What follows belongs to an exercise in optimizing a design on an open flow for small area; a production flow would make more cautious choices. Function was checked by simulation only, so behaviour that the tests miss may differ from the original.

==> flow/design.v (outline; a module is shown in full before it is edited, if it fits) <==
// module cordic: 2559 lines
module cordic #(
    parameter INPUT_DATA_WIDTH = 16,
    parameter ITERATIONS = 16
)(
    input wire i_clk,
    input wire i_resetn,
    input wire signed [INPUT_DATA_WIDTH - 1:0] i_xIn,
    input wire signed [INPUT_DATA_WIDTH - 1:0] i_yIn,
    input wire signed [31:0] i_angle,
    output reg signed [INPUT_DATA_WIDTH:0] o_xOut,
    output reg signed [INPUT_DATA_WIDTH:0] o_yOut
);
  // ...
==> flow/run.sh <==
#!/bin/bash
# synth_recipe.tcl (not shown) runs the flow's synth.tcl, then flattens the netlist and writes it again
# the make line also repeats each setting of config.mk as NAME=value (left out here)
make -C /OpenROAD-flow-scripts/flow DESIGN_CONFIG=/design/flow/config.mk WORK_HOME=/design/flow/orfs CLKGATE_MAP_FILE= SYNTH_SCRIPT=/design/flow/synth_recipe.tcl finish
==> flow/config.mk <==
export PLATFORM = sky130hd
export DESIGN_NAME = cordic
export DESIGN_NICKNAME = cordic
export VERILOG_FILES = /design/flow/design.v
export SDC_FILE = /design/flow/constraint.sdc
export NUM_CORES = 4
export LEC_CHECK = 0
export CAP_MARGIN = 20
export CORE_MARGIN = 2
export CORE_UTILIZATION = 60
export CTS_CLUSTER_DIAMETER = 90
export CTS_CLUSTER_SIZE = 28
export SLEW_MARGIN = 20
==> flow/constraint.sdc <==
create_clock -name core_clock -period 5.5 [get_ports {i_clk}]
set_input_delay 1.1000 -clock core_clock [delete_from_list [all_inputs] [get_ports {i_clk}]]
set_output_delay 1.1000 -clock core_clock [all_outputs]
set_load 0.01 [all_outputs]
==> metrics.cfg, run 1 <==
[run_status]
status=finished clean

[route]
drt_iter0_drc=1135
drtPass1Iterations=5
dr_wl_met2_um=39200
m1WireLength_um=34500

[timing]
worst_pin_slew_ns=1.01
finalCritPeriodShare=0.973

[finish]
multi_input_area_share=0.498
largest_reg_flops=31
fill_cells=5158
finalCoreUtilization=0.662
seq_cells=845
final_nets=4262
nMultiInputCombCells=2246
num-nonclk-inverters=376
seqCellArea_sq_mm=0.0171
areaGrowthSynthToFinish_pct=9.26
multi_input_area_sq_mm=0.0221

[setup_path]
path_buf_inv=2
cp_max_fo=3
cp_slowest_cell=fa_1
critPathCaptureType=register
criticalPathCategory=reg2reg
crit_path_start=r_xn2[2]
slowest_delay_ns=0.41

[yosys]
synth_commonest_cells=811 x dfxtp_1, 410 x xnor2_1, 408 x fa_1, 376 x inv_1, 264 x xor2_1
yosysMostFrequentCell=dfxtp_1
synthMuxAreaShare=0.0165
yosys_warnings=1
synth_compound_area_frac=0.0614
yosysTopAreaCell=dfxtp_1
syn_inst=3590
synth_flop_cell=dfxtp_1

[placed_design]
place_area_sq_mm=0.0429
dp_slack_ns=-0.0304

[global_route]
use_met2=0.404
grt_usage=0.226
met3_usage=0.0224

[floorplan]
fp.coreArea_sq_mm=0.0672

[flow_run]
max_cap_violations=0

==> inputs of run 2 (changes only) <==
==> flow/flow/run.sh (new file) <==
#!/bin/bash
# The standard layout (standard.sh: standard synthesis and the ORFS flow), with one change:
# the buffers that placement puts on the input and output ports are the smallest buffer cell,
# sky130_fd_sc_hd__buf_1, instead of the flow's default choice. The make output (every tool's
# output, in order) goes to standard_flow.log here; ORFS keeps each step's own log under orfs/logs.
set -euo pipefail
export BUFFER_PORTS_ARGS="-buffer_cell sky130_fd_sc_hd__buf_1"
bash standard.sh > standard_flow.log 2>&1
==> flow/standard.sh (new file) <==
#!/bin/bash
# synth_recipe.tcl (not shown) runs the flow's synth.tcl, then flattens the netlist and writes it again
# the make line also repeats each setting of config.mk as NAME=value (left out here)
make -C /OpenROAD-flow-scripts/flow DESIGN_CONFIG=/design/flow/config.mk WORK_HOME=/design/flow/orfs CLKGATE_MAP_FILE= SYNTH_SCRIPT=/design/flow/synth_recipe.tcl "${@:-finish}"
removed: flow/run.sh
==> metrics.cfg, run 2 <==
[run_status]
status=finished clean  ; unchanged

[yosys]
synth_top_area_share=0.399  ; unchanged
syn_inst=3590  ; unchanged
yosysMostFrequentCell=dfxtp_1  ; unchanged
yosys_warnings=1  ; unchanged
synth_flop_cell=dfxtp_1  ; unchanged
yosys-top-cells-area=dfxtp_1 40%, fa_1 20%, xnor2_1 8.8%  ; unchanged
synth_seq_area_share=0.420  ; unchanged
async_flop_share=0.0402  ; unchanged
synth_area_sq_mm=0.0407  ; unchanged
ys_ff_latch=845  ; unchanged
avgSynthCellArea_sq_um=11.3  ; unchanged
synth_edf_count=0  ; unchanged
synth_commonest_cells=811 x dfxtp_1, 410 x xnor2_1, 408 x fa_1, 376 x inv_1, 264 x xor2_1  ; unchanged
ys_types=88  ; unchanged
yosysTopAreaCell=dfxtp_1  ; unchanged
synth_nets=4159  ; unchanged

[finish]
areaGrowthSynthToFinish_pct=7.79  ; was 9.26%
layout_common_cells=784 x dfxtp_1, 409 x xnor2_1, 374 x fa_1  ; was 783 x dfxtp_1, 408 x xnor2_1, 373 x inv_1, 373 x fa_1, 263 x xor2_1
final_nets=4261  ; was 4,262
largest_register=r_a1  ; unchanged
multi_input_area_sq_mm=0.0221  ; about the same
antenna_cells=0  ; unchanged
seqCellArea_sq_mm=0.0171  ; about the same
reg_top3=r_a1 x31, r_bn3 x29, r_bn5 x27  ; unchanged
final_common_cell=dfxtp_1  ; unchanged
largest_reg_flops=31  ; unchanged
drive_above_1_share=0.0828  ; was 0.0818
fill_cells=5209  ; was 5,158

[clocking]
cts.clk_slew.worst_paths_ns=0.10  ; about the same
clockRootBuffer=clkbuf_16  ; unchanged
postCtsHoldBufs=0  ; unchanged
htreeDepth=2  ; unchanged
cts_inserted_buffers=38  ; was 37
clockBufferDepth=3  ; unchanged
cts_tree=yes  ; unchanged
clkLatencyLatePin_ns=0.61  ; was 0.60 ns
cts.sinks=845  ; unchanged

[floorplan]
start_util=0.606  ; unchanged
dieWidth_um=264  ; unchanged
die-area_sq_mm=0.0700  ; unchanged
pin_count=100  ; unchanged
fp.coreArea_sq_mm=0.0672  ; unchanged
die_h_um=264  ; unchanged
rows=95  ; unchanged

[timing]
setup_violations=0  ; unchanged
clock_skew_ns=0.0413  ; was 0.0211 ns
max_freq_mhz=186  ; was 187 MHz
timing.hold.ws_ns=0.326  ; was 0.328 ns
min_period_ns=5.37  ; was 5.35 ns
timing.final.hold_violations=0  ; unchanged
finalMaxSlewViolations=0  ; unchanged
slew_headroom=0.287  ; was 0.324
worst_pin_slew_ns=1.07  ; was 1.01 ns
finalCritPeriodShare=0.977  ; was 0.973

[min_path]
hold_class=reg2reg  ; unchanged

[global_route]
antenna_found_initial=0  ; unchanged
grt_max_degree=71  ; unchanged
grt_pass1_vias=25000  ; was 25,500
grt_pass1_wl_um=126000  ; was 129,000 um
grt_usage=0.222  ; was 0.226
overflow=0  ; unchanged

[setup_path]
required_ns=6.04  ; was 6.02 ns
arrival_ns=5.91  ; was 5.88 ns
criticalPathCategory=reg2reg  ; unchanged
critPathLaunchType=register  ; unchanged
cp_max_fo=6  ; was 3
critPathCaptureType=register  ; unchanged

[route]
drc_errors=0  ; unchanged
vias=24000  ; was 24,100
viasPerCell=5.25  ; was 5.27
drtAntennaViolNets=0  ; unchanged
drt_iter0_drc=1130  ; was 1,135
post_drt_wl_per_cell_um=16.6  ; was 16.9 um
drt_wl_total_um=76100  ; was 77,300 um
drtPass1Iterations=5  ; unchanged

[placed_design]
dp_hpwl_um=60700  ; was 61,200 um
place.gp.congestion=0.915  ; was 0.891
io_buffers=99  ; unchanged

[flow_run]
max_cap_violations=0  ; unchanged

==> run 2: cell counts after synthesis <==
No cell type changed its count.
==> run 2: what timing repair did <==
action	CTS	global route
hold endpoints to repair	0	0
pin swaps	1	16
setup endpoints to repair	9	67
buffers inserted	0	4
resized for setup	8	116
==> run 2: worst paths after layout <==
kind	startpoint	end	slack, ns	cells after the start
setup / recovery	r_dl14_14	r_xn15[16]	0.13	15
hold / removal	r_dl13_11	r_dl13_12	0.33	0
setup reg to reg	r_dl14_14	r_xn15[16]	0.13	15
hold reg to reg	r_dl13_11	r_dl13_12	0.33	0
max in group asynchronous	i_resetn	r_x0[3]	4.45	1
min in group asynchronous	i_resetn	r_y0[15]	0.57	1
==> run 2: per-layer routing <==
layer,wire length [um],vias up,global-route usage
met1,33400,11800,0.291
li1,-,11800,-
met4,1480,0,0.0505
met3,2770,100,0.0262
met5,0,-,0
met2,38500,392,0.394
==> run 2: area by class of cell <==
| cell class | count | share of cell area |
|---|---|---|
| Clock buffer | 42 | 0.0227 |
| Multi-Input combinational cell | 2246 | 0.503 |
| Tap cell | 873 | 0.0249 |
| Inverter | 376 | 0.0322 |
| Timing Repair Buffer | 185 | 0.0235 |
| Sequential cell | 845 | 0.390 |
| Clock inverter | 13 | 0.00302 |
==> run 2: metrics by stage <==
| stage | instances | instance area [sq um] | util | worst slack (ns) | setup TNS, ns |
|---|---|---|---|---|---|
| global placement | 4521 | 42300 | 0.630 | 0.107 | 0 |
| floorplan | 3590 | 40800 | - | -0.0472 | -0.0881 |
| CTS | 4576 | 43500 | 0.648 | 0.0137 | 0 |
| detailed placement | 4521 | 42300 | 0.630 | -0.0406 | -0.0790 |
| finish | 4580 | 43900 | 0.653 | 0.129 | 0 |
| global route | 4580 | 43900 | 0.653 | -0.0922 | -0.189 |
==> run 2: critical path, cell delays in order (launching register included) <==
cell,delay (ns)
dfxtp_2,0.37
xor2_1,0.21
fa_1,0.43
fa_1,0.40
fa_1,0.39
fa_1,0.39
fa_1,0.40
fa_1,0.39
fa_1,0.39
fa_1,0.39
fa_2,0.39
or3_1,0.43
nor4_2,0.24
a41oi_2,0.13
a21oi_2,0.20
xor2_1,0.14
==> run 2: cells by family (layout without fill, tap and decap cells) <==
family | Yosys count | after routing | synth area share
compound gates | 377 | 377 | 0.0614
mux | 64 | 64 | 0.0165
flops | 845 | 845 | 0.420
buf+inv | 499 | 616 | 0.0474
simple gates | 627 | 627 | 0.0796
fa+ha+maj | 503 | 503 | 0.230
xor+xnor | 675 | 675 | 0.146

## what the ideal ports hide
How much do the figures lean on ideal ports? The routed layouts below were timed once more, with nothing changed but the port constraints. Step 1 (the two cells are an assumption about what drives the block):
set clk [get_ports {i_clk}]
set_driving_cell -lib_cell sky130_fd_sc_hd__clkbuf_16 $clk
set_driving_cell -lib_cell sky130_fd_sc_hd__buf_2 [delete_from_list [all_inputs] $clk]
Step 2 times the ports against the registers' clock, not the clock port: input delays grow and output delays shrink by t, the midpoint of the rising clock arrivals with the driver on. Three values: ideal ports, drivers, drivers and shift; two values: the first two.
run | t, ns | setup WS [ns] | worst hold slack (ns) | latest minus earliest clock arrival (ns)
run 1 | 0.646 | 0.148 / 0.148 / 0.148 | 0.328 / 0.328 / 0.328 | 0.032 / 0.032
run 2 | 0.655 | 0.129 / 0.129 / 0.129 | 0.326 / 0.326 / 0.326 | 0.047 / 0.047
After both steps every run listed still meets setup and hold.
